Context: an optimization exercise on an open-source flow, tuned for small area, a short achievable clock period and few clock cycles. The choices shown serve that exercise and are no tape-out recipe.
The RTL was checked by simulation tests, not by an equivalence proof against the original design.

<file path="design/flow/run.sh">
#!/bin/bash
# synth_recipe.tcl (not shown) runs the flow's synth.tcl, then flattens the netlist and writes it again
# the make line also repeats each setting of config.mk as NAME=value (left out here)
make -C /OpenROAD-flow-scripts/flow DESIGN_CONFIG=/design/flow/config.mk WORK_HOME=/design/flow/orfs CLKGATE_MAP_FILE= SYNTH_SCRIPT=/design/flow/synth_recipe.tcl finish
</file>
<file path="design/flow/config.mk">
export PLATFORM = sky130hd
export DESIGN_NAME = geofence
export DESIGN_NICKNAME = geofence
export VERILOG_FILES = /design/flow/design.v
export SDC_FILE = /design/flow/constraint.sdc
export NUM_CORES = 4
export LEC_CHECK = 0
export CAP_MARGIN = 20
export CORE_MARGIN = 2
export CORE_UTILIZATION = 40
export PLACE_DENSITY = 0.6
export SLEW_MARGIN = 20
</file>
<file path="design/flow/constraint.sdc">
create_clock -name core_clock -period 10.0 [get_ports {clk}]
set_input_delay 2.0000 -clock core_clock [delete_from_list [all_inputs] [get_ports {clk}]]
set_output_delay 2.0000 -clock core_clock [all_outputs]
set_load 0.01 [all_outputs]
</file>
<file path="design/flow/design.v">
module geofence (clk, reset, X, Y, valid, is_inside);
input               clk;
input               reset;
input       [9:0]   X;
input       [9:0]   Y;
output  reg         valid;
output  reg         is_inside;
reg     [3:0]   cnt;         
reg     [9:0]   PX, PY;
reg signed [10:0] VX, VY;    
reg signed [10:0] LX, LY, RX, RY;
reg             deg;         
wire signed [10:0] dx = {1'b0, X} - {1'b0, PX};
wire signed [10:0] dy = {1'b0, Y} - {1'b0, PY};
wire a_neg, a_zero, b_neg, b_zero;
cross_sign u_a (.ax(LX), .ay(LY), .bx(VX), .by(VY), .neg(a_neg), .zero(a_zero));
cross_sign u_b (.ax(VX), .ay(VY), .bx(RX), .by(RY), .neg(b_neg), .zero(b_zero));
wire a_pos = ~a_neg & ~a_zero;
wire b_pos = ~b_neg & ~b_zero;
wire v_zero = ~(|VX) & ~(|VY);
wire opp = (|LX) ? (VX[10] ^ LX[10]) : (VY[10] ^ LY[10]);
wire first = (cnt == 4'd2);
wire step  = (cnt >= 4'd2) && (cnt <= 4'd7);
wire cov_now = v_zero | (~a_pos & ~b_pos & (~deg | opp));
always @(posedge clk or posedge reset) begin
    if (reset) begin
        cnt   <= 4'd0;
        valid <= 1'b0;
    end else begin
        cnt   <= (cnt == 4'd8) ? 4'd0 : cnt + 4'd1;
        valid <= (cnt == 4'd7);
    end
end
always @(posedge clk) begin
    if (cnt == 4'd0) begin
        PX <= X;
        PY <= Y;
    end
    VX <= dx;
    VY <= dy;
    if (first) begin
        LX <= VX; LY <= VY;
        RX <= VX; RY <= VY;
        deg <= 1'b1;
        is_inside <= v_zero;
    end else if (step) begin
        if (a_neg) begin LX <= VX; LY <= VY; end
        if (b_neg) begin RX <= VX; RY <= VY; end
        if (a_neg | b_neg) deg <= 1'b0;
        is_inside <= is_inside | cov_now;
    end
end
endmodule
module cross_sign (ax, ay, bx, by, neg, zero);
input  [10:0] ax, ay, bx, by;
output neg, zero;
wire t1;
wire t2;
wire t3;
wire t4;
wire t5;
wire t6;
wire t7;
wire t8;
wire t9;
wire t10;
wire t11;
wire t12;
wire t13;
wire t14;
wire t15;
wire t16;
wire t17;
wire t18;
wire t19;
wire t20;
wire t21;
wire t22;
wire t23;
wire t24;
wire t25;
wire t26;
wire t27;
wire t28;
wire t29;
wire t30;
wire t31;
wire t32;
wire t33;
wire t34;
wire t35;
wire t36;
wire t37;
wire t38;
wire t39;
wire t40;
wire t41;
wire t42;
wire t43;
wire t44;
wire t45;
wire t46;
wire t47;
wire t48;
wire t49;
wire t50;
wire t51;
wire t52;
wire t53;
wire t54;
wire t55;
wire t56;
wire t57;
wire t58;
wire t59;
wire t60;
wire t61;
wire t62;
wire t63;
wire t64;
wire t65;
wire t66;
wire t67;
wire t68;
wire t69;
wire t70;
wire t71;
wire t72;
wire t73;
wire t74;
wire t75;
wire t76;
wire t77;
wire t78;
wire t79;
wire t80;
wire t81;
wire t82;
wire t83;
wire t84;
wire t85;
wire t86;
wire t87;
wire t88;
wire t89;
wire t90;
wire t91;
wire t92;
wire t93;
wire t94;
wire t95;
wire t96;
wire t97;
wire t98;
wire t99;
wire t100;
wire t101;
wire t102;
wire t103;
wire t104;
wire t105;
wire t106;
wire t107;
wire t108;
wire t109;
wire t110;
wire t111;
wire t112;
wire t113;
wire t114;
wire t115;
wire t116;
wire t117;
wire t118;
wire t119;
wire t120;
wire t121;
wire t122;
wire t123;
wire t124;
wire t125;
wire t126;
wire t127;
wire t128;
wire t129;
wire t130;
wire t131;
wire t132;
wire t133;
wire t134;
wire t135;
wire t136;
wire t137;
wire t138;
wire t139;
wire t140;
wire t141;
wire t142;
wire t143;
wire t144;
wire t145;
wire t146;
wire t147;
wire t148;
wire t149;
wire t150;
wire t151;
wire t152;
wire t153;
wire t154;
wire t155;
wire t156;
wire t157;
wire t158;
wire t159;
wire t160;
wire t161;
wire t162;
wire t163;
wire t164;
wire t165;
wire t166;
wire t167;
wire t168;
wire t169;
wire t170;
wire t171;
wire t172;
wire t173;
wire t174;
wire t175;
wire t176;
wire t177;
wire t178;
wire t179;
wire t180;
wire t181;
wire t182;
wire t183;
wire t184;
wire t185;
wire t186;
wire t187;
wire t188;
wire t189;
wire t190;
wire t191;
wire t192;
wire t193;
wire t194;
wire t195;
wire t196;
wire t197;
wire t198;
wire t199;
wire t200;
wire t201;
wire t202;
wire t203;
wire t204;
wire t205;
wire t206;
wire t207;
wire t208;
wire t209;
wire t210;
wire t211;
wire t212;
wire t213;
wire t214;
wire t215;
wire t216;
wire t217;
wire t218;
wire t219;
wire t220;
wire t221;
wire t222;
wire t223;
wire t224;
wire t225;
wire t226;
wire t227;
wire t228;
wire t229;
wire t230;
wire t231;
wire t232;
wire t233;
wire t234;
wire t235;
wire t236;
wire t237;
wire t238;
wire t239;
wire t240;
wire t241;
wire t242;
wire t243;
wire t244;
wire t245;
wire t246;
wire t247;
wire t248;
wire t249;
wire t250;
wire t251;
wire t252;
wire t253;
wire t254;
wire t255;
wire t256;
wire t257;
wire t258;
wire t259;
wire t260;
wire t261;
wire t262;
wire t263;
wire t264;
wire t265;
wire t266;
wire t267;
wire t268;
wire t269;
wire t270;
wire t271;
wire t272;
wire t273;
wire t274;
wire t275;
wire t276;
wire t277;
wire t278;
wire t279;
wire t280;
wire t281;
wire t282;
wire t283;
wire t284;
wire t285;
wire t286;
wire t287;
wire t288;
wire t289;
wire t290;
wire t291;
wire t292;
wire t293;
wire t294;
wire t295;
wire t296;
wire t297;
wire t298;
wire t299;
wire t300;
wire t301;
wire t302;
wire t303;
wire t304;
wire t305;
wire t306;
wire t307;
wire t308;
wire t309;
wire t310;
wire t311;
wire t312;
wire t313;
wire t314;
wire t315;
wire t316;
wire t317;
wire t318;
wire t319;
wire t320;
wire t321;
wire t322;
wire t323;
wire t324;
wire t325;
wire t326;
wire t327;
wire t328;
wire t329;
wire t330;
wire t331;
wire t332;
wire t333;
wire t334;
wire t335;
wire t336;
wire t337;
wire t338;
wire t339;
wire t340;
wire t341;
wire t342;
wire t343;
wire t344;
wire t345;
wire t346;
wire t347;
wire t348;
wire t349;
wire t350;
wire t351;
wire t352;
wire t353;
wire t354;
wire t355;
wire t356;
wire t357;
wire t358;
wire t359;
wire t360;
wire t361;
wire t362;
wire t363;
wire t364;
wire t365;
wire t366;
wire t367;
wire t368;
wire t369;
wire t370;
wire t371;
wire t372;
wire t373;
wire t374;
wire t375;
wire t376;
wire t377;
wire t378;
wire t379;
wire t380;
wire t381;
wire t382;
wire t383;
wire t384;
wire t385;
wire t386;
wire t387;
wire t388;
wire t389;
wire t390;
wire t391;
wire t392;
wire t393;
wire t394;
wire t395;
wire t396;
wire t397;
wire t398;
wire t399;
wire t400;
wire t401;
wire t402;
wire t403;
wire t404;
wire t405;
wire t406;
wire t407;
wire t408;
wire t409;
wire t410;
wire t411;
wire t412;
wire t413;
wire t414;
wire t415;
wire t416;
wire t417;
wire t418;
wire t419;
wire t420;
wire t421;
wire t422;
wire t423;
wire t424;
wire t425;
wire t426;
wire t427;
wire t428;
wire t429;
wire t430;
wire t431;
wire t432;
wire t433;
wire t434;
wire t435;
wire t436;
wire t437;
wire t438;
wire t439;
wire t440;
wire t441;
wire t442;
wire t443;
wire t444;
wire t445;
wire t446;
assign t1 = 1'b1 ^ (ax[0] & by[9]) ^ (ax[1] & by[8]);
assign t2 = (1'b1 & (ax[0] & by[9])) | (1'b1 & (ax[1] & by[8])) | ((ax[0] & by[9]) & (ax[1] & by[8]));
assign t3 = 1'b1 ^ (ax[1] & by[9]) ^ (ax[2] & by[8]);
assign t4 = (1'b1 & (ax[1] & by[9])) | (1'b1 & (ax[2] & by[8])) | ((ax[1] & by[9]) & (ax[2] & by[8]));
assign t5 = (ax[3] & by[7]) ^ (ax[4] & by[6]) ^ (ax[5] & by[5]);
assign t6 = ((ax[3] & by[7]) & (ax[4] & by[6])) | ((ax[3] & by[7]) & (ax[5] & by[5])) | ((ax[4] & by[6]) & (ax[5] & by[5]));
assign t7 = (ax[6] & by[4]) ^ (ax[7] & by[3]);
assign t8 = (ax[6] & by[4]) & (ax[7] & by[3]);
assign t9 = 1'b1 ^ (ax[2] & by[9]) ^ (ax[3] & by[8]);
assign t10 = (1'b1 & (ax[2] & by[9])) | (1'b1 & (ax[3] & by[8])) | ((ax[2] & by[9]) & (ax[3] & by[8]));
assign t11 = (ax[4] & by[7]) ^ (ax[5] & by[6]) ^ (ax[6] & by[5]);
assign t12 = ((ax[4] & by[7]) & (ax[5] & by[6])) | ((ax[4] & by[7]) & (ax[6] & by[5])) | ((ax[5] & by[6]) & (ax[6] & by[5]));
assign t13 = (ax[7] & by[4]) ^ (ax[8] & by[3]);
assign t14 = (ax[7] & by[4]) & (ax[8] & by[3]);
assign t15 = (ax[3] & by[9]) ^ (ax[4] & by[8]) ^ (ax[5] & by[7]);
assign t16 = ((ax[3] & by[9]) & (ax[4] & by[8])) | ((ax[3] & by[9]) & (ax[5] & by[7])) | ((ax[4] & by[8]) & (ax[5] & by[7]));
assign t17 = 1'b1 ^ (ax[0] & by[6]) ^ (ax[1] & by[5]);
assign t18 = (1'b1 & (ax[0] & by[6])) | (1'b1 & (ax[1] & by[5])) | ((ax[0] & by[6]) & (ax[1] & by[5]));
assign t19 = 1'b1 ^ (ax[0] & by[7]) ^ (ax[1] & by[6]);
assign t20 = (1'b1 & (ax[0] & by[7])) | (1'b1 & (ax[1] & by[6])) | ((ax[0] & by[7]) & (ax[1] & by[6]));
assign t21 = (ax[2] & by[5]) ^ (ax[3] & by[4]) ^ (ax[4] & by[3]);
assign t22 = ((ax[2] & by[5]) & (ax[3] & by[4])) | ((ax[2] & by[5]) & (ax[4] & by[3])) | ((ax[3] & by[4]) & (ax[4] & by[3]));
assign t23 = (ax[5] & by[2]) ^ (ax[6] & by[1]);
assign t24 = (ax[5] & by[2]) & (ax[6] & by[1]);
assign t25 = 1'b1 ^ (ax[0] & by[8]) ^ (ax[1] & by[7]);
assign t26 = (1'b1 & (ax[0] & by[8])) | (1'b1 & (ax[1] & by[7])) | ((ax[0] & by[8]) & (ax[1] & by[7]));
assign t27 = (ax[2] & by[6]) ^ (ax[3] & by[5]) ^ (ax[4] & by[4]);
assign t28 = ((ax[2] & by[6]) & (ax[3] & by[5])) | ((ax[2] & by[6]) & (ax[4] & by[4])) | ((ax[3] & by[5]) & (ax[4] & by[4]));
assign t29 = (ax[5] & by[3]) ^ (ax[6] & by[2]) ^ (ax[7] & by[1]);
assign t30 = ((ax[5] & by[3]) & (ax[6] & by[2])) | ((ax[5] & by[3]) & (ax[7] & by[1])) | ((ax[6] & by[2]) & (ax[7] & by[1]));
assign t31 = (ax[8] & by[0]) ^ ~(ay[0] & bx[8]) ^ ~(ay[1] & bx[7]);
assign t32 = ((ax[8] & by[0]) & ~(ay[0] & bx[8])) | ((ax[8] & by[0]) & ~(ay[1] & bx[7])) | (~(ay[0] & bx[8]) & ~(ay[1] & bx[7]));
assign t33 = ~(ay[2] & bx[6]) ^ ~(ay[3] & bx[5]);
assign t34 = ~(ay[2] & bx[6]) & ~(ay[3] & bx[5]);
assign t35 = t1 ^ (ax[2] & by[7]) ^ (ax[3] & by[6]);
assign t36 = (t1 & (ax[2] & by[7])) | (t1 & (ax[3] & by[6])) | ((ax[2] & by[7]) & (ax[3] & by[6]));
assign t37 = (ax[4] & by[5]) ^ (ax[5] & by[4]) ^ (ax[6] & by[3]);
assign t38 = ((ax[4] & by[5]) & (ax[5] & by[4])) | ((ax[4] & by[5]) & (ax[6] & by[3])) | ((ax[5] & by[4]) & (ax[6] & by[3]));
assign t39 = (ax[7] & by[2]) ^ (ax[8] & by[1]) ^ (ax[9] & by[0]);
assign t40 = ((ax[7] & by[2]) & (ax[8] & by[1])) | ((ax[7] & by[2]) & (ax[9] & by[0])) | ((ax[8] & by[1]) & (ax[9] & by[0]));
assign t41 = ~(ay[0] & bx[9]) ^ ~(ay[1] & bx[8]) ^ ~(ay[2] & bx[7]);
assign t42 = (~(ay[0] & bx[9]) & ~(ay[1] & bx[8])) | (~(ay[0] & bx[9]) & ~(ay[2] & bx[7])) | (~(ay[1] & bx[8]) & ~(ay[2] & bx[7]));
assign t43 = ~(ay[3] & bx[6]) ^ ~(ay[4] & bx[5]) ^ ~(ay[5] & bx[4]);
assign t44 = (~(ay[3] & bx[6]) & ~(ay[4] & bx[5])) | (~(ay[3] & bx[6]) & ~(ay[5] & bx[4])) | (~(ay[4] & bx[5]) & ~(ay[5] & bx[4]));
assign t45 = ~(ay[6] & bx[3]) ^ ~(ay[7] & bx[2]);
assign t46 = ~(ay[6] & bx[3]) & ~(ay[7] & bx[2]);
assign t47 = t2 ^ t3 ^ t5;
assign t48 = (t2 & t3) | (t2 & t5) | (t3 & t5);
assign t49 = t7 ^ (ax[8] & by[2]) ^ (ax[9] & by[1]);
assign t50 = (t7 & (ax[8] & by[2])) | (t7 & (ax[9] & by[1])) | ((ax[8] & by[2]) & (ax[9] & by[1]));
assign t51 = (ay[0] & bx[10]) ^ (ay[10] & bx[0]) ^ ~(ax[0] & by[10]);
assign t52 = ((ay[0] & bx[10]) & (ay[10] & bx[0])) | ((ay[0] & bx[10]) & ~(ax[0] & by[10])) | ((ay[10] & bx[0]) & ~(ax[0] & by[10]));
assign t53 = ~(ax[10] & by[0]) ^ ~(ay[1] & bx[9]) ^ ~(ay[2] & bx[8]);
assign t54 = (~(ax[10] & by[0]) & ~(ay[1] & bx[9])) | (~(ax[10] & by[0]) & ~(ay[2] & bx[8])) | (~(ay[1] & bx[9]) & ~(ay[2] & bx[8]));
assign t55 = ~(ay[3] & bx[7]) ^ ~(ay[4] & bx[6]) ^ ~(ay[5] & bx[5]);
assign t56 = (~(ay[3] & bx[7]) & ~(ay[4] & bx[6])) | (~(ay[3] & bx[7]) & ~(ay[5] & bx[5])) | (~(ay[4] & bx[6]) & ~(ay[5] & bx[5]));
assign t57 = ~(ay[6] & bx[4]) ^ ~(ay[7] & bx[3]) ^ ~(ay[8] & bx[2]);
assign t58 = (~(ay[6] & bx[4]) & ~(ay[7] & bx[3])) | (~(ay[6] & bx[4]) & ~(ay[8] & bx[2])) | (~(ay[7] & bx[3]) & ~(ay[8] & bx[2]));
assign t59 = t4 ^ t6 ^ t8;
assign t60 = (t4 & t6) | (t4 & t8) | (t6 & t8);
assign t61 = t9 ^ t11 ^ t13;
assign t62 = (t9 & t11) | (t9 & t13) | (t11 & t13);
assign t63 = (ax[9] & by[2]) ^ (ay[10] & bx[1]) ^ (ay[1] & bx[10]);
assign t64 = ((ax[9] & by[2]) & (ay[10] & bx[1])) | ((ax[9] & by[2]) & (ay[1] & bx[10])) | ((ay[10] & bx[1]) & (ay[1] & bx[10]));
assign t65 = ~(ax[10] & by[1]) ^ ~(ax[1] & by[10]) ^ ~(ay[2] & bx[9]);
assign t66 = (~(ax[10] & by[1]) & ~(ax[1] & by[10])) | (~(ax[10] & by[1]) & ~(ay[2] & bx[9])) | (~(ax[1] & by[10]) & ~(ay[2] & bx[9]));
assign t67 = ~(ay[3] & bx[8]) ^ ~(ay[4] & bx[7]) ^ ~(ay[5] & bx[6]);
assign t68 = (~(ay[3] & bx[8]) & ~(ay[4] & bx[7])) | (~(ay[3] & bx[8]) & ~(ay[5] & bx[6])) | (~(ay[4] & bx[7]) & ~(ay[5] & bx[6]));
assign t69 = ~(ay[6] & bx[5]) ^ ~(ay[7] & bx[4]) ^ ~(ay[8] & bx[3]);
assign t70 = (~(ay[6] & bx[5]) & ~(ay[7] & bx[4])) | (~(ay[6] & bx[5]) & ~(ay[8] & bx[3])) | (~(ay[7] & bx[4]) & ~(ay[8] & bx[3]));
assign t71 = t10 ^ t12 ^ t14;
assign t72 = (t10 & t12) | (t10 & t14) | (t12 & t14);
assign t73 = t15 ^ (ax[6] & by[6]) ^ (ax[7] & by[5]);
assign t74 = (t15 & (ax[6] & by[6])) | (t15 & (ax[7] & by[5])) | ((ax[6] & by[6]) & (ax[7] & by[5]));
assign t75 = (ax[8] & by[4]) ^ (ax[9] & by[3]) ^ (ay[10] & bx[2]);
assign t76 = ((ax[8] & by[4]) & (ax[9] & by[3])) | ((ax[8] & by[4]) & (ay[10] & bx[2])) | ((ax[9] & by[3]) & (ay[10] & bx[2]));
assign t77 = (ay[2] & bx[10]) ^ ~(ax[10] & by[2]) ^ ~(ax[2] & by[10]);
assign t78 = ((ay[2] & bx[10]) & ~(ax[10] & by[2])) | ((ay[2] & bx[10]) & ~(ax[2] & by[10])) | (~(ax[10] & by[2]) & ~(ax[2] & by[10]));
assign t79 = ~(ay[3] & bx[9]) ^ ~(ay[4] & bx[8]) ^ ~(ay[5] & bx[7]);
assign t80 = (~(ay[3] & bx[9]) & ~(ay[4] & bx[8])) | (~(ay[3] & bx[9]) & ~(ay[5] & bx[7])) | (~(ay[4] & bx[8]) & ~(ay[5] & bx[7]));
assign t81 = ~(ay[6] & bx[6]) ^ ~(ay[7] & bx[5]) ^ ~(ay[8] & bx[4]);
assign t82 = (~(ay[6] & bx[6]) & ~(ay[7] & bx[5])) | (~(ay[6] & bx[6]) & ~(ay[8] & bx[4])) | (~(ay[7] & bx[5]) & ~(ay[8] & bx[4]));
assign t83 = t16 ^ (ax[4] & by[9]) ^ (ax[5] & by[8]);
assign t84 = (t16 & (ax[4] & by[9])) | (t16 & (ax[5] & by[8])) | ((ax[4] & by[9]) & (ax[5] & by[8]));
assign t85 = (ax[6] & by[7]) ^ (ax[7] & by[6]) ^ (ax[8] & by[5]);
assign t86 = ((ax[6] & by[7]) & (ax[7] & by[6])) | ((ax[6] & by[7]) & (ax[8] & by[5])) | ((ax[7] & by[6]) & (ax[8] & by[5]));
assign t87 = (ax[9] & by[4]) ^ (ay[10] & bx[3]) ^ (ay[3] & bx[10]);
assign t88 = ((ax[9] & by[4]) & (ay[10] & bx[3])) | ((ax[9] & by[4]) & (ay[3] & bx[10])) | ((ay[10] & bx[3]) & (ay[3] & bx[10]));
assign t89 = ~(ax[10] & by[3]) ^ ~(ax[3] & by[10]) ^ ~(ay[4] & bx[9]);
assign t90 = (~(ax[10] & by[3]) & ~(ax[3] & by[10])) | (~(ax[10] & by[3]) & ~(ay[4] & bx[9])) | (~(ax[3] & by[10]) & ~(ay[4] & bx[9]));
assign t91 = ~(ay[5] & bx[8]) ^ ~(ay[6] & bx[7]) ^ ~(ay[7] & bx[6]);
assign t92 = (~(ay[5] & bx[8]) & ~(ay[6] & bx[7])) | (~(ay[5] & bx[8]) & ~(ay[7] & bx[6])) | (~(ay[6] & bx[7]) & ~(ay[7] & bx[6]));
assign t93 = (ax[5] & by[9]) ^ (ax[6] & by[8]) ^ (ax[7] & by[7]);
assign t94 = ((ax[5] & by[9]) & (ax[6] & by[8])) | ((ax[5] & by[9]) & (ax[7] & by[7])) | ((ax[6] & by[8]) & (ax[7] & by[7]));
assign t95 = (ax[8] & by[6]) ^ (ax[9] & by[5]) ^ (ay[10] & bx[4]);
assign t96 = ((ax[8] & by[6]) & (ax[9] & by[5])) | ((ax[8] & by[6]) & (ay[10] & bx[4])) | ((ax[9] & by[5]) & (ay[10] & bx[4]));
assign t97 = (ay[4] & bx[10]) ^ ~(ax[10] & by[4]) ^ ~(ax[4] & by[10]);
assign t98 = ((ay[4] & bx[10]) & ~(ax[10] & by[4])) | ((ay[4] & bx[10]) & ~(ax[4] & by[10])) | (~(ax[10] & by[4]) & ~(ax[4] & by[10]));
assign t99 = (ax[6] & by[9]) ^ (ax[7] & by[8]) ^ (ax[8] & by[7]);
assign t100 = ((ax[6] & by[9]) & (ax[7] & by[8])) | ((ax[6] & by[9]) & (ax[8] & by[7])) | ((ax[7] & by[8]) & (ax[8] & by[7]));
assign t101 = 1'b1 ^ (ax[0] & by[4]) ^ (ax[1] & by[3]);
assign t102 = (1'b1 & (ax[0] & by[4])) | (1'b1 & (ax[1] & by[3])) | ((ax[0] & by[4]) & (ax[1] & by[3]));
assign t103 = 1'b1 ^ (ax[0] & by[5]) ^ (ax[1] & by[4]);
assign t104 = (1'b1 & (ax[0] & by[5])) | (1'b1 & (ax[1] & by[4])) | ((ax[0] & by[5]) & (ax[1] & by[4]));
assign t105 = (ax[2] & by[3]) ^ (ax[3] & by[2]) ^ (ax[4] & by[1]);
assign t106 = ((ax[2] & by[3]) & (ax[3] & by[2])) | ((ax[2] & by[3]) & (ax[4] & by[1])) | ((ax[3] & by[2]) & (ax[4] & by[1]));
assign t107 = (ax[5] & by[0]) ^ ~(ay[0] & bx[5]);
assign t108 = (ax[5] & by[0]) & ~(ay[0] & bx[5]);
assign t109 = t17 ^ (ax[2] & by[4]) ^ (ax[3] & by[3]);
assign t110 = (t17 & (ax[2] & by[4])) | (t17 & (ax[3] & by[3])) | ((ax[2] & by[4]) & (ax[3] & by[3]));
assign t111 = (ax[4] & by[2]) ^ (ax[5] & by[1]) ^ (ax[6] & by[0]);
assign t112 = ((ax[4] & by[2]) & (ax[5] & by[1])) | ((ax[4] & by[2]) & (ax[6] & by[0])) | ((ax[5] & by[1]) & (ax[6] & by[0]));
assign t113 = ~(ay[0] & bx[6]) ^ ~(ay[1] & bx[5]) ^ ~(ay[2] & bx[4]);
assign t114 = (~(ay[0] & bx[6]) & ~(ay[1] & bx[5])) | (~(ay[0] & bx[6]) & ~(ay[2] & bx[4])) | (~(ay[1] & bx[5]) & ~(ay[2] & bx[4]));
assign t115 = ~(ay[3] & bx[3]) ^ ~(ay[4] & bx[2]);
assign t116 = ~(ay[3] & bx[3]) & ~(ay[4] & bx[2]);
assign t117 = t18 ^ t19 ^ t21;
assign t118 = (t18 & t19) | (t18 & t21) | (t19 & t21);
assign t119 = t23 ^ (ax[7] & by[0]) ^ ~(ay[0] & bx[7]);
assign t120 = (t23 & (ax[7] & by[0])) | (t23 & ~(ay[0] & bx[7])) | ((ax[7] & by[0]) & ~(ay[0] & bx[7]));
assign t121 = ~(ay[1] & bx[6]) ^ ~(ay[2] & bx[5]) ^ ~(ay[3] & bx[4]);
assign t122 = (~(ay[1] & bx[6]) & ~(ay[2] & bx[5])) | (~(ay[1] & bx[6]) & ~(ay[3] & bx[4])) | (~(ay[2] & bx[5]) & ~(ay[3] & bx[4]));
assign t123 = ~(ay[4] & bx[3]) ^ ~(ay[5] & bx[2]) ^ ~(ay[6] & bx[1]);
assign t124 = (~(ay[4] & bx[3]) & ~(ay[5] & bx[2])) | (~(ay[4] & bx[3]) & ~(ay[6] & bx[1])) | (~(ay[5] & bx[2]) & ~(ay[6] & bx[1]));
assign t125 = t20 ^ t22 ^ t24;
assign t126 = (t20 & t22) | (t20 & t24) | (t22 & t24);
assign t127 = t25 ^ t27 ^ t29;
assign t128 = (t25 & t27) | (t25 & t29) | (t27 & t29);
assign t129 = t31 ^ t33 ^ ~(ay[4] & bx[4]);
assign t130 = (t31 & t33) | (t31 & ~(ay[4] & bx[4])) | (t33 & ~(ay[4] & bx[4]));
assign t131 = ~(ay[5] & bx[3]) ^ ~(ay[6] & bx[2]) ^ ~(ay[7] & bx[1]);
assign t132 = (~(ay[5] & bx[3]) & ~(ay[6] & bx[2])) | (~(ay[5] & bx[3]) & ~(ay[7] & bx[1])) | (~(ay[6] & bx[2]) & ~(ay[7] & bx[1]));
assign t133 = t26 ^ t28 ^ t30;
assign t134 = (t26 & t28) | (t26 & t30) | (t28 & t30);
assign t135 = t32 ^ t34 ^ t35;
assign t136 = (t32 & t34) | (t32 & t35) | (t34 & t35);
assign t137 = t37 ^ t39 ^ t41;
assign t138 = (t37 & t39) | (t37 & t41) | (t39 & t41);
assign t139 = t43 ^ t45 ^ ~(ay[8] & bx[1]);
assign t140 = (t43 & t45) | (t43 & ~(ay[8] & bx[1])) | (t45 & ~(ay[8] & bx[1]));
assign t141 = t36 ^ t38 ^ t40;
assign t142 = (t36 & t38) | (t36 & t40) | (t38 & t40);
assign t143 = t42 ^ t44 ^ t46;
assign t144 = (t42 & t44) | (t42 & t46) | (t44 & t46);
assign t145 = t47 ^ t49 ^ t51;
assign t146 = (t47 & t49) | (t47 & t51) | (t49 & t51);
assign t147 = t53 ^ t55 ^ t57;
assign t148 = (t53 & t55) | (t53 & t57) | (t55 & t57);
assign t149 = t48 ^ t50 ^ t52;
assign t150 = (t48 & t50) | (t48 & t52) | (t50 & t52);
assign t151 = t54 ^ t56 ^ t58;
assign t152 = (t54 & t56) | (t54 & t58) | (t56 & t58);
assign t153 = t59 ^ t61 ^ t63;
assign t154 = (t59 & t61) | (t59 & t63) | (t61 & t63);
assign t155 = t65 ^ t67 ^ t69;
assign t156 = (t65 & t67) | (t65 & t69) | (t67 & t69);
assign t157 = t60 ^ t62 ^ t64;
assign t158 = (t60 & t62) | (t60 & t64) | (t62 & t64);
assign t159 = t66 ^ t68 ^ t70;
assign t160 = (t66 & t68) | (t66 & t70) | (t68 & t70);
assign t161 = t71 ^ t73 ^ t75;
assign t162 = (t71 & t73) | (t71 & t75) | (t73 & t75);
assign t163 = t77 ^ t79 ^ t81;
assign t164 = (t77 & t79) | (t77 & t81) | (t79 & t81);
assign t165 = t72 ^ t74 ^ t76;
assign t166 = (t72 & t74) | (t72 & t76) | (t74 & t76);
assign t167 = t78 ^ t80 ^ t82;
assign t168 = (t78 & t80) | (t78 & t82) | (t80 & t82);
assign t169 = t83 ^ t85 ^ t87;
assign t170 = (t83 & t85) | (t83 & t87) | (t85 & t87);
assign t171 = t89 ^ t91 ^ ~(ay[8] & bx[5]);
assign t172 = (t89 & t91) | (t89 & ~(ay[8] & bx[5])) | (t91 & ~(ay[8] & bx[5]));
assign t173 = t84 ^ t86 ^ t88;
assign t174 = (t84 & t86) | (t84 & t88) | (t86 & t88);
assign t175 = t90 ^ t92 ^ t93;
assign t176 = (t90 & t92) | (t90 & t93) | (t92 & t93);
assign t177 = t95 ^ t97 ^ ~(ay[5] & bx[9]);
assign t178 = (t95 & t97) | (t95 & ~(ay[5] & bx[9])) | (t97 & ~(ay[5] & bx[9]));
assign t179 = ~(ay[6] & bx[8]) ^ ~(ay[7] & bx[7]) ^ ~(ay[8] & bx[6]);
assign t180 = (~(ay[6] & bx[8]) & ~(ay[7] & bx[7])) | (~(ay[6] & bx[8]) & ~(ay[8] & bx[6])) | (~(ay[7] & bx[7]) & ~(ay[8] & bx[6]));
assign t181 = t94 ^ t96 ^ t98;
assign t182 = (t94 & t96) | (t94 & t98) | (t96 & t98);
assign t183 = t99 ^ (ax[9] & by[6]) ^ (ay[10] & bx[5]);
assign t184 = (t99 & (ax[9] & by[6])) | (t99 & (ay[10] & bx[5])) | ((ax[9] & by[6]) & (ay[10] & bx[5]));
assign t185 = (ay[5] & bx[10]) ^ ~(ax[10] & by[5]) ^ ~(ax[5] & by[10]);
assign t186 = ((ay[5] & bx[10]) & ~(ax[10] & by[5])) | ((ay[5] & bx[10]) & ~(ax[5] & by[10])) | (~(ax[10] & by[5]) & ~(ax[5] & by[10]));
assign t187 = ~(ay[6] & bx[9]) ^ ~(ay[7] & bx[8]) ^ ~(ay[8] & bx[7]);
assign t188 = (~(ay[6] & bx[9]) & ~(ay[7] & bx[8])) | (~(ay[6] & bx[9]) & ~(ay[8] & bx[7])) | (~(ay[7] & bx[8]) & ~(ay[8] & bx[7]));
assign t189 = t100 ^ (ax[7] & by[9]) ^ (ax[8] & by[8]);
assign t190 = (t100 & (ax[7] & by[9])) | (t100 & (ax[8] & by[8])) | ((ax[7] & by[9]) & (ax[8] & by[8]));
assign t191 = (ax[9] & by[7]) ^ (ay[10] & bx[6]) ^ (ay[6] & bx[10]);
assign t192 = ((ax[9] & by[7]) & (ay[10] & bx[6])) | ((ax[9] & by[7]) & (ay[6] & bx[10])) | ((ay[10] & bx[6]) & (ay[6] & bx[10]));
assign t193 = ~(ax[10] & by[6]) ^ ~(ax[6] & by[10]) ^ ~(ay[7] & bx[9]);
assign t194 = (~(ax[10] & by[6]) & ~(ax[6] & by[10])) | (~(ax[10] & by[6]) & ~(ay[7] & bx[9])) | (~(ax[6] & by[10]) & ~(ay[7] & bx[9]));
assign t195 = (ax[8] & by[9]) ^ (ax[9] & by[8]) ^ (ay[10] & bx[7]);
assign t196 = ((ax[8] & by[9]) & (ax[9] & by[8])) | ((ax[8] & by[9]) & (ay[10] & bx[7])) | ((ax[9] & by[8]) & (ay[10] & bx[7]));
assign t197 = 1'b1 ^ (ax[0] & by[2]);
assign t198 = 1'b1 & (ax[0] & by[2]);
assign t199 = 1'b1 ^ (ax[0] & by[3]) ^ (ax[1] & by[2]);
assign t200 = (1'b1 & (ax[0] & by[3])) | (1'b1 & (ax[1] & by[2])) | ((ax[0] & by[3]) & (ax[1] & by[2]));
assign t201 = (ax[2] & by[1]) ^ (ax[3] & by[0]) ^ ~(ay[0] & bx[3]);
assign t202 = ((ax[2] & by[1]) & (ax[3] & by[0])) | ((ax[2] & by[1]) & ~(ay[0] & bx[3])) | ((ax[3] & by[0]) & ~(ay[0] & bx[3]));
assign t203 = t101 ^ (ax[2] & by[2]) ^ (ax[3] & by[1]);
assign t204 = (t101 & (ax[2] & by[2])) | (t101 & (ax[3] & by[1])) | ((ax[2] & by[2]) & (ax[3] & by[1]));
assign t205 = (ax[4] & by[0]) ^ ~(ay[0] & bx[4]) ^ ~(ay[1] & bx[3]);
assign t206 = ((ax[4] & by[0]) & ~(ay[0] & bx[4])) | ((ax[4] & by[0]) & ~(ay[1] & bx[3])) | (~(ay[0] & bx[4]) & ~(ay[1] & bx[3]));
assign t207 = ~(ay[2] & bx[2]) ^ ~(ay[3] & bx[1]);
assign t208 = ~(ay[2] & bx[2]) & ~(ay[3] & bx[1]);
assign t209 = t102 ^ t103 ^ t105;
assign t210 = (t102 & t103) | (t102 & t105) | (t103 & t105);
assign t211 = t107 ^ ~(ay[1] & bx[4]) ^ ~(ay[2] & bx[3]);
assign t212 = (t107 & ~(ay[1] & bx[4])) | (t107 & ~(ay[2] & bx[3])) | (~(ay[1] & bx[4]) & ~(ay[2] & bx[3]));
assign t213 = ~(ay[3] & bx[2]) ^ ~(ay[4] & bx[1]) ^ ~(ay[5] & bx[0]);
assign t214 = (~(ay[3] & bx[2]) & ~(ay[4] & bx[1])) | (~(ay[3] & bx[2]) & ~(ay[5] & bx[0])) | (~(ay[4] & bx[1]) & ~(ay[5] & bx[0]));
assign t215 = t104 ^ t106 ^ t108;
assign t216 = (t104 & t106) | (t104 & t108) | (t106 & t108);
assign t217 = t109 ^ t111 ^ t113;
assign t218 = (t109 & t111) | (t109 & t113) | (t111 & t113);
assign t219 = t115 ^ ~(ay[5] & bx[1]) ^ ~(ay[6] & bx[0]);
assign t220 = (t115 & ~(ay[5] & bx[1])) | (t115 & ~(ay[6] & bx[0])) | (~(ay[5] & bx[1]) & ~(ay[6] & bx[0]));
assign t221 = t110 ^ t112 ^ t114;
assign t222 = (t110 & t112) | (t110 & t114) | (t112 & t114);
assign t223 = t116 ^ t117 ^ t119;
assign t224 = (t116 & t117) | (t116 & t119) | (t117 & t119);
assign t225 = t121 ^ t123 ^ ~(ay[7] & bx[0]);
assign t226 = (t121 & t123) | (t121 & ~(ay[7] & bx[0])) | (t123 & ~(ay[7] & bx[0]));
assign t227 = t118 ^ t120 ^ t122;
assign t228 = (t118 & t120) | (t118 & t122) | (t120 & t122);
assign t229 = t124 ^ t125 ^ t127;
assign t230 = (t124 & t125) | (t124 & t127) | (t125 & t127);
assign t231 = t129 ^ t131 ^ ~(ay[8] & bx[0]);
assign t232 = (t129 & t131) | (t129 & ~(ay[8] & bx[0])) | (t131 & ~(ay[8] & bx[0]));
assign t233 = t126 ^ t128 ^ t130;
assign t234 = (t126 & t128) | (t126 & t130) | (t128 & t130);
assign t235 = t132 ^ t133 ^ t135;
assign t236 = (t132 & t133) | (t132 & t135) | (t133 & t135);
assign t237 = t137 ^ t139 ^ ~(ay[9] & bx[0]);
assign t238 = (t137 & t139) | (t137 & ~(ay[9] & bx[0])) | (t139 & ~(ay[9] & bx[0]));
assign t239 = t134 ^ t136 ^ t138;
assign t240 = (t134 & t136) | (t134 & t138) | (t136 & t138);
assign t241 = t140 ^ t141 ^ t143;
assign t242 = (t140 & t141) | (t140 & t143) | (t141 & t143);
assign t243 = t145 ^ t147 ^ ~(ay[9] & bx[1]);
assign t244 = (t145 & t147) | (t145 & ~(ay[9] & bx[1])) | (t147 & ~(ay[9] & bx[1]));
assign t245 = t142 ^ t144 ^ t146;
assign t246 = (t142 & t144) | (t142 & t146) | (t144 & t146);
assign t247 = t148 ^ t149 ^ t151;
assign t248 = (t148 & t149) | (t148 & t151) | (t149 & t151);
assign t249 = t153 ^ t155 ^ ~(ay[9] & bx[2]);
assign t250 = (t153 & t155) | (t153 & ~(ay[9] & bx[2])) | (t155 & ~(ay[9] & bx[2]));
assign t251 = t150 ^ t152 ^ t154;
assign t252 = (t150 & t152) | (t150 & t154) | (t152 & t154);
assign t253 = t156 ^ t157 ^ t159;
assign t254 = (t156 & t157) | (t156 & t159) | (t157 & t159);
assign t255 = t161 ^ t163 ^ ~(ay[9] & bx[3]);
assign t256 = (t161 & t163) | (t161 & ~(ay[9] & bx[3])) | (t163 & ~(ay[9] & bx[3]));
assign t257 = t158 ^ t160 ^ t162;
assign t258 = (t158 & t160) | (t158 & t162) | (t160 & t162);
assign t259 = t164 ^ t165 ^ t167;
assign t260 = (t164 & t165) | (t164 & t167) | (t165 & t167);
assign t261 = t169 ^ t171 ^ ~(ay[9] & bx[4]);
assign t262 = (t169 & t171) | (t169 & ~(ay[9] & bx[4])) | (t171 & ~(ay[9] & bx[4]));
assign t263 = t166 ^ t168 ^ t170;
assign t264 = (t166 & t168) | (t166 & t170) | (t168 & t170);
assign t265 = t172 ^ t173 ^ t175;
assign t266 = (t172 & t173) | (t172 & t175) | (t173 & t175);
assign t267 = t177 ^ t179 ^ ~(ay[9] & bx[5]);
assign t268 = (t177 & t179) | (t177 & ~(ay[9] & bx[5])) | (t179 & ~(ay[9] & bx[5]));
assign t269 = t174 ^ t176 ^ t178;
assign t270 = (t174 & t176) | (t174 & t178) | (t176 & t178);
assign t271 = t180 ^ t181 ^ t183;
assign t272 = (t180 & t181) | (t180 & t183) | (t181 & t183);
assign t273 = t185 ^ t187 ^ ~(ay[9] & bx[6]);
assign t274 = (t185 & t187) | (t185 & ~(ay[9] & bx[6])) | (t187 & ~(ay[9] & bx[6]));
assign t275 = t182 ^ t184 ^ t186;
assign t276 = (t182 & t184) | (t182 & t186) | (t184 & t186);
assign t277 = t188 ^ t189 ^ t191;
assign t278 = (t188 & t189) | (t188 & t191) | (t189 & t191);
assign t279 = t193 ^ ~(ay[8] & bx[8]) ^ ~(ay[9] & bx[7]);
assign t280 = (t193 & ~(ay[8] & bx[8])) | (t193 & ~(ay[9] & bx[7])) | (~(ay[8] & bx[8]) & ~(ay[9] & bx[7]));
assign t281 = t190 ^ t192 ^ t194;
assign t282 = (t190 & t192) | (t190 & t194) | (t192 & t194);
assign t283 = t195 ^ (ay[7] & bx[10]) ^ ~(ax[10] & by[7]);
assign t284 = (t195 & (ay[7] & bx[10])) | (t195 & ~(ax[10] & by[7])) | ((ay[7] & bx[10]) & ~(ax[10] & by[7]));
assign t285 = ~(ax[7] & by[10]) ^ ~(ay[8] & bx[9]) ^ ~(ay[9] & bx[8]);
assign t286 = (~(ax[7] & by[10]) & ~(ay[8] & bx[9])) | (~(ax[7] & by[10]) & ~(ay[9] & bx[8])) | (~(ay[8] & bx[9]) & ~(ay[9] & bx[8]));
assign t287 = t196 ^ (ax[9] & by[9]) ^ (ay[10] & bx[8]);
assign t288 = (t196 & (ax[9] & by[9])) | (t196 & (ay[10] & bx[8])) | ((ax[9] & by[9]) & (ay[10] & bx[8]));
assign t289 = (ay[8] & bx[10]) ^ ~(ax[10] & by[8]) ^ ~(ax[8] & by[10]);
assign t290 = ((ay[8] & bx[10]) & ~(ax[10] & by[8])) | ((ay[8] & bx[10]) & ~(ax[8] & by[10])) | (~(ax[10] & by[8]) & ~(ax[8] & by[10]));
assign t291 = 1'b1 ^ (ax[0] & by[1]);
assign t292 = 1'b1 & (ax[0] & by[1]);
assign t293 = t197 ^ (ax[1] & by[1]) ^ (ax[2] & by[0]);
assign t294 = (t197 & (ax[1] & by[1])) | (t197 & (ax[2] & by[0])) | ((ax[1] & by[1]) & (ax[2] & by[0]));
assign t295 = ~(ay[0] & bx[2]) ^ ~(ay[1] & bx[1]);
assign t296 = ~(ay[0] & bx[2]) & ~(ay[1] & bx[1]);
assign t297 = t198 ^ t199 ^ t201;
assign t298 = (t198 & t199) | (t198 & t201) | (t199 & t201);
assign t299 = ~(ay[1] & bx[2]) ^ ~(ay[2] & bx[1]) ^ ~(ay[3] & bx[0]);
assign t300 = (~(ay[1] & bx[2]) & ~(ay[2] & bx[1])) | (~(ay[1] & bx[2]) & ~(ay[3] & bx[0])) | (~(ay[2] & bx[1]) & ~(ay[3] & bx[0]));
assign t301 = t200 ^ t202 ^ t203;
assign t302 = (t200 & t202) | (t200 & t203) | (t202 & t203);
assign t303 = t205 ^ t207 ^ ~(ay[4] & bx[0]);
assign t304 = (t205 & t207) | (t205 & ~(ay[4] & bx[0])) | (t207 & ~(ay[4] & bx[0]));
assign t305 = t204 ^ t206 ^ t208;
assign t306 = (t204 & t206) | (t204 & t208) | (t206 & t208);
assign t307 = t209 ^ t211 ^ t213;
assign t308 = (t209 & t211) | (t209 & t213) | (t211 & t213);
assign t309 = t210 ^ t212 ^ t214;
assign t310 = (t210 & t212) | (t210 & t214) | (t212 & t214);
assign t311 = t215 ^ t217 ^ t219;
assign t312 = (t215 & t217) | (t215 & t219) | (t217 & t219);
assign t313 = t216 ^ t218 ^ t220;
assign t314 = (t216 & t218) | (t216 & t220) | (t218 & t220);
assign t315 = t221 ^ t223 ^ t225;
assign t316 = (t221 & t223) | (t221 & t225) | (t223 & t225);
assign t317 = t222 ^ t224 ^ t226;
assign t318 = (t222 & t224) | (t222 & t226) | (t224 & t226);
assign t319 = t227 ^ t229 ^ t231;
assign t320 = (t227 & t229) | (t227 & t231) | (t229 & t231);
assign t321 = t228 ^ t230 ^ t232;
assign t322 = (t228 & t230) | (t228 & t232) | (t230 & t232);
assign t323 = t233 ^ t235 ^ t237;
assign t324 = (t233 & t235) | (t233 & t237) | (t235 & t237);
assign t325 = t234 ^ t236 ^ t238;
assign t326 = (t234 & t236) | (t234 & t238) | (t236 & t238);
assign t327 = t239 ^ t241 ^ t243;
assign t328 = (t239 & t241) | (t239 & t243) | (t241 & t243);
assign t329 = t240 ^ t242 ^ t244;
assign t330 = (t240 & t242) | (t240 & t244) | (t242 & t244);
assign t331 = t245 ^ t247 ^ t249;
assign t332 = (t245 & t247) | (t245 & t249) | (t247 & t249);
assign t333 = t246 ^ t248 ^ t250;
assign t334 = (t246 & t248) | (t246 & t250) | (t248 & t250);
assign t335 = t251 ^ t253 ^ t255;
assign t336 = (t251 & t253) | (t251 & t255) | (t253 & t255);
assign t337 = t252 ^ t254 ^ t256;
assign t338 = (t252 & t254) | (t252 & t256) | (t254 & t256);
assign t339 = t257 ^ t259 ^ t261;
assign t340 = (t257 & t259) | (t257 & t261) | (t259 & t261);
assign t341 = t258 ^ t260 ^ t262;
assign t342 = (t258 & t260) | (t258 & t262) | (t260 & t262);
assign t343 = t263 ^ t265 ^ t267;
assign t344 = (t263 & t265) | (t263 & t267) | (t265 & t267);
assign t345 = t264 ^ t266 ^ t268;
assign t346 = (t264 & t266) | (t264 & t268) | (t266 & t268);
assign t347 = t269 ^ t271 ^ t273;
assign t348 = (t269 & t271) | (t269 & t273) | (t271 & t273);
assign t349 = t270 ^ t272 ^ t274;
assign t350 = (t270 & t272) | (t270 & t274) | (t272 & t274);
assign t351 = t275 ^ t277 ^ t279;
assign t352 = (t275 & t277) | (t275 & t279) | (t277 & t279);
assign t353 = t276 ^ t278 ^ t280;
assign t354 = (t276 & t278) | (t276 & t280) | (t278 & t280);
assign t355 = t281 ^ t283 ^ t285;
assign t356 = (t281 & t283) | (t281 & t285) | (t283 & t285);
assign t357 = t282 ^ t284 ^ t286;
assign t358 = (t282 & t284) | (t282 & t286) | (t284 & t286);
assign t359 = t287 ^ t289 ^ ~(ay[9] & bx[9]);
assign t360 = (t287 & t289) | (t287 & ~(ay[9] & bx[9])) | (t289 & ~(ay[9] & bx[9]));
assign t361 = t288 ^ t290 ^ (ay[10] & bx[9]);
assign t362 = (t288 & t290) | (t288 & (ay[10] & bx[9])) | (t290 & (ay[10] & bx[9]));
assign t363 = (ay[9] & bx[10]) ^ ~(ax[10] & by[9]) ^ ~(ax[9] & by[10]);
assign t364 = ((ay[9] & bx[10]) & ~(ax[10] & by[9])) | ((ay[9] & bx[10]) & ~(ax[9] & by[10])) | (~(ax[10] & by[9]) & ~(ax[9] & by[10]));
assign t365 = t291 ^ (ax[1] & by[0]);
assign t366 = t291 & (ax[1] & by[0]);
assign t367 = t292 ^ t293 ^ t295;
assign t368 = (t292 & t293) | (t292 & t295) | (t293 & t295);
assign t369 = t294 ^ t296 ^ t297;
assign t370 = (t294 & t296) | (t294 & t297) | (t296 & t297);
assign t371 = t298 ^ t300 ^ t301;
assign t372 = (t298 & t300) | (t298 & t301) | (t300 & t301);
assign t373 = t302 ^ t304 ^ t305;
assign t374 = (t302 & t304) | (t302 & t305) | (t304 & t305);
assign t375 = t306 ^ t308 ^ t309;
assign t376 = (t306 & t308) | (t306 & t309) | (t308 & t309);
assign t377 = t310 ^ t312 ^ t313;
assign t378 = (t310 & t312) | (t310 & t313) | (t312 & t313);
assign t379 = t314 ^ t316 ^ t317;
assign t380 = (t314 & t316) | (t314 & t317) | (t316 & t317);
assign t381 = t318 ^ t320 ^ t321;
assign t382 = (t318 & t320) | (t318 & t321) | (t320 & t321);
assign t383 = t322 ^ t324 ^ t325;
assign t384 = (t322 & t324) | (t322 & t325) | (t324 & t325);
assign t385 = t326 ^ t328 ^ t329;
assign t386 = (t326 & t328) | (t326 & t329) | (t328 & t329);
assign t387 = t330 ^ t332 ^ t333;
assign t388 = (t330 & t332) | (t330 & t333) | (t332 & t333);
assign t389 = t334 ^ t336 ^ t337;
assign t390 = (t334 & t336) | (t334 & t337) | (t336 & t337);
assign t391 = t338 ^ t340 ^ t341;
assign t392 = (t338 & t340) | (t338 & t341) | (t340 & t341);
assign t393 = t342 ^ t344 ^ t345;
assign t394 = (t342 & t344) | (t342 & t345) | (t344 & t345);
assign t395 = t346 ^ t348 ^ t349;
assign t396 = (t346 & t348) | (t346 & t349) | (t348 & t349);
assign t397 = t350 ^ t352 ^ t353;
assign t398 = (t350 & t352) | (t350 & t353) | (t352 & t353);
assign t399 = t354 ^ t356 ^ t357;
assign t400 = (t354 & t356) | (t354 & t357) | (t356 & t357);
assign t401 = t358 ^ t360 ^ t361;
assign t402 = (t358 & t360) | (t358 & t361) | (t360 & t361);
assign t403 = t362 ^ t364 ^ (ax[10] & by[10]);
assign t404 = (t362 & t364) | (t362 & (ax[10] & by[10])) | (t364 & (ax[10] & by[10]));
assign t405 = 1'b1 ^ (ax[0] & by[0]);
assign t406 = 1'b1 & (ax[0] & by[0]);
assign t407 = t365 ^ ~(ay[0] & bx[1]) ^ ~(ay[1] & bx[0]);
assign t408 = (t365 & ~(ay[0] & bx[1])) | (t365 & ~(ay[1] & bx[0])) | (~(ay[0] & bx[1]) & ~(ay[1] & bx[0]));
assign t409 = t366 ^ t367 ^ ~(ay[2] & bx[0]);
assign t410 = (t366 & t367) | (t366 & ~(ay[2] & bx[0])) | (t367 & ~(ay[2] & bx[0]));
assign t411 = t368 ^ t369 ^ t299;
assign t412 = (t368 & t369) | (t368 & t299) | (t369 & t299);
assign t413 = t370 ^ t371 ^ t303;
assign t414 = (t370 & t371) | (t370 & t303) | (t371 & t303);
assign t415 = t372 ^ t373 ^ t307;
assign t416 = (t372 & t373) | (t372 & t307) | (t373 & t307);
assign t417 = t374 ^ t375 ^ t311;
assign t418 = (t374 & t375) | (t374 & t311) | (t375 & t311);
assign t419 = t376 ^ t377 ^ t315;
assign t420 = (t376 & t377) | (t376 & t315) | (t377 & t315);
assign t421 = t378 ^ t379 ^ t319;
assign t422 = (t378 & t379) | (t378 & t319) | (t379 & t319);
assign t423 = t380 ^ t381 ^ t323;
assign t424 = (t380 & t381) | (t380 & t323) | (t381 & t323);
assign t425 = t382 ^ t383 ^ t327;
assign t426 = (t382 & t383) | (t382 & t327) | (t383 & t327);
assign t427 = t384 ^ t385 ^ t331;
assign t428 = (t384 & t385) | (t384 & t331) | (t385 & t331);
assign t429 = t386 ^ t387 ^ t335;
assign t430 = (t386 & t387) | (t386 & t335) | (t387 & t335);
assign t431 = t388 ^ t389 ^ t339;
assign t432 = (t388 & t389) | (t388 & t339) | (t389 & t339);
assign t433 = t390 ^ t391 ^ t343;
assign t434 = (t390 & t391) | (t390 & t343) | (t391 & t343);
assign t435 = t392 ^ t393 ^ t347;
assign t436 = (t392 & t393) | (t392 & t347) | (t393 & t347);
assign t437 = t394 ^ t395 ^ t351;
assign t438 = (t394 & t395) | (t394 & t351) | (t395 & t351);
assign t439 = t396 ^ t397 ^ t355;
assign t440 = (t396 & t397) | (t396 & t355) | (t397 & t355);
assign t441 = t398 ^ t399 ^ t359;
assign t442 = (t398 & t399) | (t398 & t359) | (t399 & t359);
assign t443 = t400 ^ t401 ^ t363;
assign t444 = (t400 & t401) | (t400 & t363) | (t401 & t363);
assign t445 = t402 ^ t403 ^ ~(ay[10] & bx[10]);
assign t446 = (t402 & t403) | (t402 & ~(ay[10] & bx[10])) | (t403 & ~(ay[10] & bx[10]));
wire [21:0] ra = {t404, t444, t442, t440, t438, t436, t434, t432, t430, t428, t426, t424, t422, t420, t418, t416, t414, t412, t410, t408, t406, t405};
wire [21:0] rb = {t446, t445, t443, t441, t439, t437, t435, t433, t431, t429, t427, t425, t423, t421, t419, t417, t415, t413, t411, t409, t407, ~(ay[0] & bx[0])};
wire g0_0 = (ra[1] & rb[1]) | ((ra[1] | rb[1]) & (ra[0] & rb[0]));
wire p0_0 = (ra[1] | rb[1]) & (ra[0] | rb[0]);
wire g0_2 = (ra[3] & rb[3]) | ((ra[3] | rb[3]) & (ra[2] & rb[2]));
wire p0_2 = (ra[3] | rb[3]) & (ra[2] | rb[2]);
wire g0_4 = (ra[5] & rb[5]) | ((ra[5] | rb[5]) & (ra[4] & rb[4]));
wire p0_4 = (ra[5] | rb[5]) & (ra[4] | rb[4]);
wire g0_6 = (ra[7] & rb[7]) | ((ra[7] | rb[7]) & (ra[6] & rb[6]));
wire p0_6 = (ra[7] | rb[7]) & (ra[6] | rb[6]);
wire g0_8 = (ra[9] & rb[9]) | ((ra[9] | rb[9]) & (ra[8] & rb[8]));
wire p0_8 = (ra[9] | rb[9]) & (ra[8] | rb[8]);
wire g0_10 = (ra[11] & rb[11]) | ((ra[11] | rb[11]) & (ra[10] & rb[10]));
wire p0_10 = (ra[11] | rb[11]) & (ra[10] | rb[10]);
wire g0_12 = (ra[13] & rb[13]) | ((ra[13] | rb[13]) & (ra[12] & rb[12]));
wire p0_12 = (ra[13] | rb[13]) & (ra[12] | rb[12]);
wire g0_14 = (ra[15] & rb[15]) | ((ra[15] | rb[15]) & (ra[14] & rb[14]));
wire p0_14 = (ra[15] | rb[15]) & (ra[14] | rb[14]);
wire g0_16 = (ra[17] & rb[17]) | ((ra[17] | rb[17]) & (ra[16] & rb[16]));
wire p0_16 = (ra[17] | rb[17]) & (ra[16] | rb[16]);
wire g0_18 = (ra[19] & rb[19]) | ((ra[19] | rb[19]) & (ra[18] & rb[18]));
wire p0_18 = (ra[19] | rb[19]) & (ra[18] | rb[18]);
wire g1_0 = g0_2 | (p0_2 & g0_0);
wire p1_0 = p0_2 & p0_0;
wire g1_2 = g0_6 | (p0_6 & g0_4);
wire p1_2 = p0_6 & p0_4;
wire g1_4 = g0_10 | (p0_10 & g0_8);
wire p1_4 = p0_10 & p0_8;
wire g1_6 = g0_14 | (p0_14 & g0_12);
wire p1_6 = p0_14 & p0_12;
wire g1_8 = g0_18 | (p0_18 & g0_16);
wire p1_8 = p0_18 & p0_16;
wire g2_0 = g1_2 | (p1_2 & g1_0);
wire p2_0 = p1_2 & p1_0;
wire g2_2 = g1_6 | (p1_6 & g1_4);
wire p2_2 = p1_6 & p1_4;
wire g2_4 = (ra[20] & rb[20]) | ((ra[20] | rb[20]) & g1_8);
wire p2_4 = (ra[20] | rb[20]) & p1_8;
wire g3_0 = g2_2 | (p2_2 & g2_0);
wire p3_0 = p2_2 & p2_0;
wire g4_0 = g2_4 | (p2_4 & g3_0);
wire p4_0 = p2_4 & p3_0;
assign neg = ra[21] ^ rb[21] ^ g4_0;
assign zero = ((ra ^ rb) == {(ra[20:0] | rb[20:0]), 1'b0});
endmodule
</file>
==> flow_metrics.env, run 1 <==
export IMPL_status="timing/DRC/antenna clean"
export IMPL_firstDrtPassIters=5
export IMPL_layout_drive_gt1_share_pct=2.55
export IMPL_grt_pass1_wl_mm=77.1
export IMPL_synthSimpleGateAreaFrac_pct=16.2
export IMPL_skew_ns=0.0109
export IMPL_synth_edff_count=65
export IMPL_synth_adder_area_share_pct=53.1
export IMPL_drt_iter0_markers=759
export IMPL_postCtsSetupRepairBufs=0
export IMPL_ys_seq_area_share_pct=13.6
export IMPL_maxCapViolations=0
export IMPL_grt_pass1_vias=14300
export IMPL_whs_path_depth=1
export IMPL_final_common_cell="inv_1"
export IMPL_fill_cells=4553
export IMPL_rows=79
export IMPL_drcViolationCount=0
export IMPL_startpoint_type="register"
export IMPL_numPortBuffers=23
export IMPL_layout_cells_non_filler=2532
export IMPL_register_area_um2=2540
export IMPL_drv_slew=0
export IMPL_final_nets=2490
export IMPL_synth_compound_area_share_pct=2.59
export IMPL_final_hold_viol_count=0
export IMPL_async_flop_share_pct=5.38
export IMPL_clockBufferDepth=2
export IMPL_synth_nets=2522
export IMPL_worstHoldEndpoint="cnt[0]"
export IMPL_start_util_pct=40.3
export IMPL_setup_viol=0
export IMPL_path_class="reg -> reg"
export IMPL_worstPathMaxFanout=22
export IMPL_worst_pin_slew_ns=0.941
export IMPL_cts_sinks=93
export IMPL_ys_ff_latch=93
export IMPL_rsz0062_at_grt="no"
export IMPL_syn2layout_area_growth_pct=6.18
export IMPL_overflow=0
export IMPL_ys_warn_count=1
export IMPL_max_freq_ghz=0.138
export IMPL_hp_class="reg -> reg"
export IMPL_dp_hpwl_mm=35.4
export IMPL_synth_xor_area_share_pct=2.68
export IMPL_cts_root_buf="clkbuf_16"
export IMPL_synthMuxAreaShare_pct=0.114
export IMPL_hold_buffers=0
export IMPL_final_cell_mix="493 x inv_1, 404 x fa_1, 267 x nand2_1"
export IMPL_grt_max_degree=28
export IMPL_synth_top_family_by_area="adder cells"
export IMPL_num_vias=12600
export IMPL_htree_levels=3
export IMPL_fp_dieH_um=220
export IMPL_ys_flop_type="edfxtp_1"
export IMPL_wl_per_cell_um=18.9
export IMPL_synthCells=1951
export IMPL_route_antenna_remaining_nets=0
export IMPL_tns_ns=0
export IMPL_period_minus_slack_ns=7.26
export IMPL_antenna_found_initial=0
export IMPL_cts_buffers=9
export IMPL_timing_rr_end="RX[4]"
export IMPL_netlist_area_um2=18600
export IMPL_cts_resized=0
export IMPL_grt_use_total_pct=21.0
export IMPL_rrSetupSlack_ns=2.74
export IMPL_rr_startpoint="VY[5]"
export IMPL_period_share_pct=72.6
export IMPL_reg2reg_depth=19
export IMPL_multiInputGateArea_um2=13900
export IMPL_min_from="cnt[0]"
export IMPL_core_um2=46300
export IMPL_io_pins=24
export IMPL_crit_path_end_kind="register"
export IMPL_dp_cells=2515
export IMPL_gp_congestion=0.892
export IMPL_clk_pin_slew_ns=0.06
export IMPL_die_x_um=220
export IMPL_cts_tree="done"
export IMPL_syn_avg_cell_area_um2=9.55
export IMPL_synth_cell_types=44
export IMPL_crit_arrival_ns=7.23
export IMPL_cp_data_required_time_ns=9.97
export IMPL_slew_headroom_pct=37.2
export IMPL_dieArea_um2=48300
export IMPL_insertion_delay_ns=0.35
export IMPL_viasPerCell=5.00
export IMPL_finalWirelength_mm=47.8
[cells in the mapped netlist, types with 2 or more instances]
cell | instances | share of area [%]
nor2_1 | 21 | 0.42
nand3_1 | 9 | 0.24
nand2b_1 | 5 | 0.17
o31ai_1 | 4 | 0.16
nor3b_1 | 4 | 0.16
a21boi_1 | 2 | 0.081
xor2_1 | 25 | 1.2
a21o_1 | 5 | 0.20
o21bai_1 | 3 | 0.12
o21ai_1 | 6 | 0.16
o21ai_0 | 11 | 0.30
nor4_1 | 15 | 0.50
edfxtp_1 | 65 | 10
inv_1 | 493 | 9.9
or4_1 | 4 | 0.16
dfxtp_1 | 23 | 2.5
nand2_1 | 267 | 5.4
dfrtp_1 | 5 | 0.67
a31oi_1 | 6 | 0.20
a21oi_1 | 20 | 0.54
ha_1 | 145 | 9.7
nor3_1 | 12 | 0.32
xnor2_1 | 32 | 1.5
clkbuf_1 | 88 | 1.8
nor2b_1 | 16 | 0.54
and2_1 | 238 | 8.0
nand4_1 | 5 | 0.17
o211ai_1 | 3 | 0.12
fa_1 | 404 | 43
[per-stage QoR]
step / hold slack, ns / cell area, um^2 / setup WS (ns) / utilization, %
final: 0.506 / 19800 / 2.74 / 42.8
after global placement: 0.467 / 19500 / 2.53 / 42.1
after CTS: 0.498 / 19800 / 2.68 / 42.8
after global routing: 0.545 / 19800 / 2.52 / 42.8
after floorplan: 0.449 / 18600 / 2.99 / -
after detailed placement: 0.489 / 19500 / 2.69 / 42.1
[cell type report]
cell class              count  share of cell area, %
clock inverters             7                  0.373
inverters                 494                   9.37
repair buffers             45                   2.00
well taps                 607                   3.84
flip-flops and latches     93                   12.8
diodes                      1                 0.0126
multi-input cells        1276                   70.4
clock buffers               9                   1.14
[cells by family (layout without fill, tap and decap cells)]
group,Yosys count,in the layout
AO/OA/AOI/OAI,70,70
XOR/XNOR,57,57
adder cells (fa/ha/maj),549,549
buffers and inverters,582,555
flip-flops,93,93
multiplexers,2,2
other,0,1
AND/OR/NAND/NOR,598,598
[worst max-delay path, cell delays in order, from the launching register on]
cell      delay (ns)
dfxtp_1         0.80
buf_4           0.38
nand2_1         0.12
fa_1            0.56
inv_1           0.05
fa_1            0.51
inv_1           0.06
fa_1            0.55
inv_1           0.06
fa_1            0.38
fa_1            0.50
fa_1            0.55
ha_1            0.27
nor3b_1         0.08
nor3_1          0.17
o21bai_1        0.11
nor4_1          0.56
mux2_2          0.36
nor2_1          0.12
a21oi_4         0.67
[how the worst max path moves through the flow]
| stage | to | slack (ns) | cells past startpoint | startpoint |
|---|---|---|---|---|
| 6_report | RX[4] | 2.74 | 19 | VY[5] |
| 5_1_grt | RX[4] | 2.52 | 20 | RY[8] |
| 4_1_cts | LX[2] | 2.68 | 21 | VY[8] |
| 3_5_place_dp | LY[7] | 2.69 | 21 | VY[8] |
| 3_3_place_gp | RY[7] | 2.53 | 19 | RY[7] |
| 2_1_floorplan | RX[0] | 2.99 | 21 | VX[3] |
[layer usage]
metal,part of all wire [%],global-route usage (%)
met4,3.0,6.55
met2,50,36.7
met3,5.5,3.15
met1,41,26.9
met5,0,0
[state kept, by name, indices dropped and copies added (netlist names)]
signal,count
LX,11
LY,11
PX,10
PY,10
RX,11
RY,11
VX,11
VY,11
cnt,4
deg,1
is_inside,1
valid,1
Testbench counts, summed over its fixed seeds: cycles 28,800.
==> run 2, diff against run 1 <==
--- a/design/flow/config.mk
+++ b/design/flow/config.mk
@@ -10,3 +10,4 @@
 export CORE_UTILIZATION = 40
 export PLACE_DENSITY = 0.6
+export SETUP_SLACK_MARGIN = 5
 export SLEW_MARGIN = 20
==> run 2 against run 1 <==
Still clean. Wire length rose by 5.8%. Critical path depth fell by 1. Global-route usage rose by 1.3 points. Utilization rose by 2.8 points. First-iteration DRC count rose by 13%. Via count rose by 3.5%. Highest routed layer is now met5.
==> flow_metrics.env, run 2 <==
export IMPL_status="timing/DRC/antenna clean"
export IMPL_syn_avg_cell_area_um2=9.55
export IMPL_whs_path_depth=1
export IMPL_core_um2=46300
export IMPL_ys_flop_type="edfxtp_1"
export IMPL_grt_pass1_wl_mm=81.0
export IMPL_num_vias=13100
export IMPL_setup_viol=0
export IMPL_ys_top_cells_by_count="493 x inv_1, 404 x fa_1, 267 x nand2_1, 238 x and2_1, 145 x ha_1"
export IMPL_synth_cell_types=44
export IMPL_synth_most_common_cell="inv_1"
export IMPL_netlist_area_um2=18600
export IMPL_min_from="cnt[0]"
export IMPL_start_util_pct=40.3
export IMPL_insertion_delay_ns=0.34
export IMPL_clockBufferDepth=2
export IMPL_synth_edff_count=65
export IMPL_finalWirelength_mm=50.5
export IMPL_htree_levels=3
export IMPL_hold_buffers=0
export IMPL_syn2layout_area_growth_pct=13.2
export IMPL_layout_cells_non_filler=2627
export IMPL_finish_instance_area_um2=21100
export IMPL_crit_path_end_kind="register"
export IMPL_cts_buffers=9
export IMPL_dieArea_um2=48300
export IMPL_worstPathMaxFanout=5
export IMPL_period_minus_slack_ns=6.20
export IMPL_period_share_pct=62.0
export IMPL_layout_drive_gt1_share_pct=10.7
export IMPL_numPortBuffers=23
export IMPL_hp_class="reg -> reg"
export IMPL_clk_pin_slew_ns=0.06
export IMPL_final_cell_mix="489 x inv_1, 379 x fa_1, 261 x nand2_1"
export IMPL_grt_max_degree=27
export IMPL_rrSetupSlack_ns=3.80
export IMPL_ys_ff_latch=93
export IMPL_rows=79
export IMPL_grt_use_total_pct=22.3
export IMPL_max_freq_ghz=0.161
export IMPL_final_nets=2585
export IMPL_ys_seq_area_share_pct=13.6
export IMPL_drcViolationCount=0
export IMPL_crit_arrival_ns=6.26
export IMPL_cp_data_required_time_ns=10.06
export IMPL_cts_sinks=93
export IMPL_worstHoldEndpoint="cnt[0]"
export IMPL_synthCells=1951
export IMPL_slew_headroom_pct=24.5
export IMPL_register_area_um2=2580
export IMPL_path_class="reg -> reg"
export IMPL_rr_startpoint="LX[5]"
export IMPL_startpoint_type="register"
export IMPL_timing_rr_end="LY[6]"
export IMPL_final_util_pct=45.6
export IMPL_synth_area_leaders="fa_1 43%, edfxtp_1 10%, inv_1 9.9%"
export IMPL_worst_pin_slew_ns=1.12
export IMPL_drt_iter0_markers=861
export IMPL_wl_per_cell_um=19.2
export IMPL_grt_pass1_vias=14800
export IMPL_drv_slew=0
export IMPL_synth_nets=2522
export IMPL_antenna_found_initial=2
export IMPL_dpl_cell_area_um2=19500
export IMPL_gp_congestion=0.850
export IMPL_yosysTopAreaCell="fa_1"
export IMPL_skew_ns=0.00834
[run 2: cell counts after synthesis]
No cell type changed its count.
[run 2: cells by family (layout without fill, tap and decap cells)]
| group | count (synthesis) | count (layout) | share of synthesized area (%) |
|---|---|---|---|
| other | 0 | 1 | 0 |
| and+or+nand+nor | 598 | 598 | 16.2 |
| DFF | 93 | 93 | 13.6 |
| buffers and inverters | 582 | 648 | 11.7 |
| adders and majority gates | 549 | 549 | 53.1 |
| AOI/OAI and AO/OA | 70 | 72 | 2.59 |
| muxes | 2 | 2 | 0.114 |
| xor gates and xnor gates | 57 | 57 | 2.68 |
[run 2: cell type report]
| cell class | count | area share [%] |
|---|---|---|
| multi-input combinational | 1278 | 67.5 |
| antenna | 1 | 0.0119 |
| clock inverter | 7 | 0.202 |
| sequential | 93 | 12.2 |
| inverter | 494 | 8.79 |
| timing repair buffer | 138 | 6.63 |
| tap | 607 | 3.60 |
| clock buffer | 9 | 1.07 |
[run 2: worst max-delay path by stage]
stage           from  slack, ns  depth (start not counted)   endpoint
6_report       LX[5]       3.80                         18      LY[6]
5_1_grt        RY[6]       3.61                         20      RX[5]
4_1_cts        LX[3]       3.87                         17  is_inside
3_5_place_dp   LX[1]       3.09                         19      LY[6]
3_3_place_gp   VY[9]       3.20                         19      LY[6]
2_1_floorplan  LX[5]       3.96                         17      LX[0]
[run 2: timing repair]
item                                   4_1_cts  5_1_grt
pin swaps                                   15       11
endpoints found under the hold margin        0        0
buffers inserted                            72       21
gates resized for setup                     57       36
setup endpoints to repair                   46       46
cloned                                       5        2
[run 2: layer usage]
layer	wire (um)	part of all wire [%]	vias to the layer above	global-route usage [%]
li1	-	-	5777	-
met1	19800	39	6669	28.1
met2	24800	49	524	37.8
met3	4090	8.1	124	4.72
met4	1880	3.7	2	8.41
met5	13	0.026	-	0
[run 2: critical path, cell delays in order, from the launching register on]
cell       delay (ns)
edfxtp_1         0.52
and2_4           0.22
fa_2             0.57
fa_1             0.43
fa_1             0.48
fa_2             0.55
inv_2            0.04
fa_2             0.33
fa_1             0.53
fa_1             0.45
ha_2             0.23
or4_4            0.44
a31oi_4          0.19
a2111oi_4        0.12
nor3_2           0.20
nor2_2           0.07
buf_6            0.14
a21oi_4          0.21
clkbuf_16        0.19
[run 2: metrics by stage]
stage	hold WS, ns	setup slack, ns
floorplan	0.449	3.96
global placement	0.473	3.20
detailed placement	0.490	3.09
CTS	0.499	3.87
global route	0.538	3.61
finish	0.492	3.80

==> what the ideal ports hide <==
In the flow no input, the clock included, has a driving cell. The finished layouts below were timed again as built, in two steps.
Step 1 (the two cells are an assumption about what drives the block):
set clk [get_ports {clk}]
set_driving_cell -lib_cell sky130_fd_sc_hd__clkbuf_16 $clk
set_driving_cell -lib_cell sky130_fd_sc_hd__buf_2 [delete_from_list [all_inputs] $clk]
Step 2 moves the port delays by t, midway between the first and last clock arrival at a register: inputs arrive t later, outputs are due t later. That takes back most of the time a late clock gives input paths.
a / b / c = no drivers / after step 1 / after step 2; a / b = the first two.
| run | shift t [ns] | slack for setup (ns) | worst hold slack (ns) | worst setup path at the end |
|---|---|---|---|---|
| run 1 | 0.382 | 2.740 / 2.740 / 2.740 | 0.506 / 0.506 / 0.506 | register to register |
| run 2 | 0.368 | 3.797 / 3.797 / 3.797 | 0.492 / 0.492 / 0.492 | register to register |
After both steps every run listed still meets setup and hold.
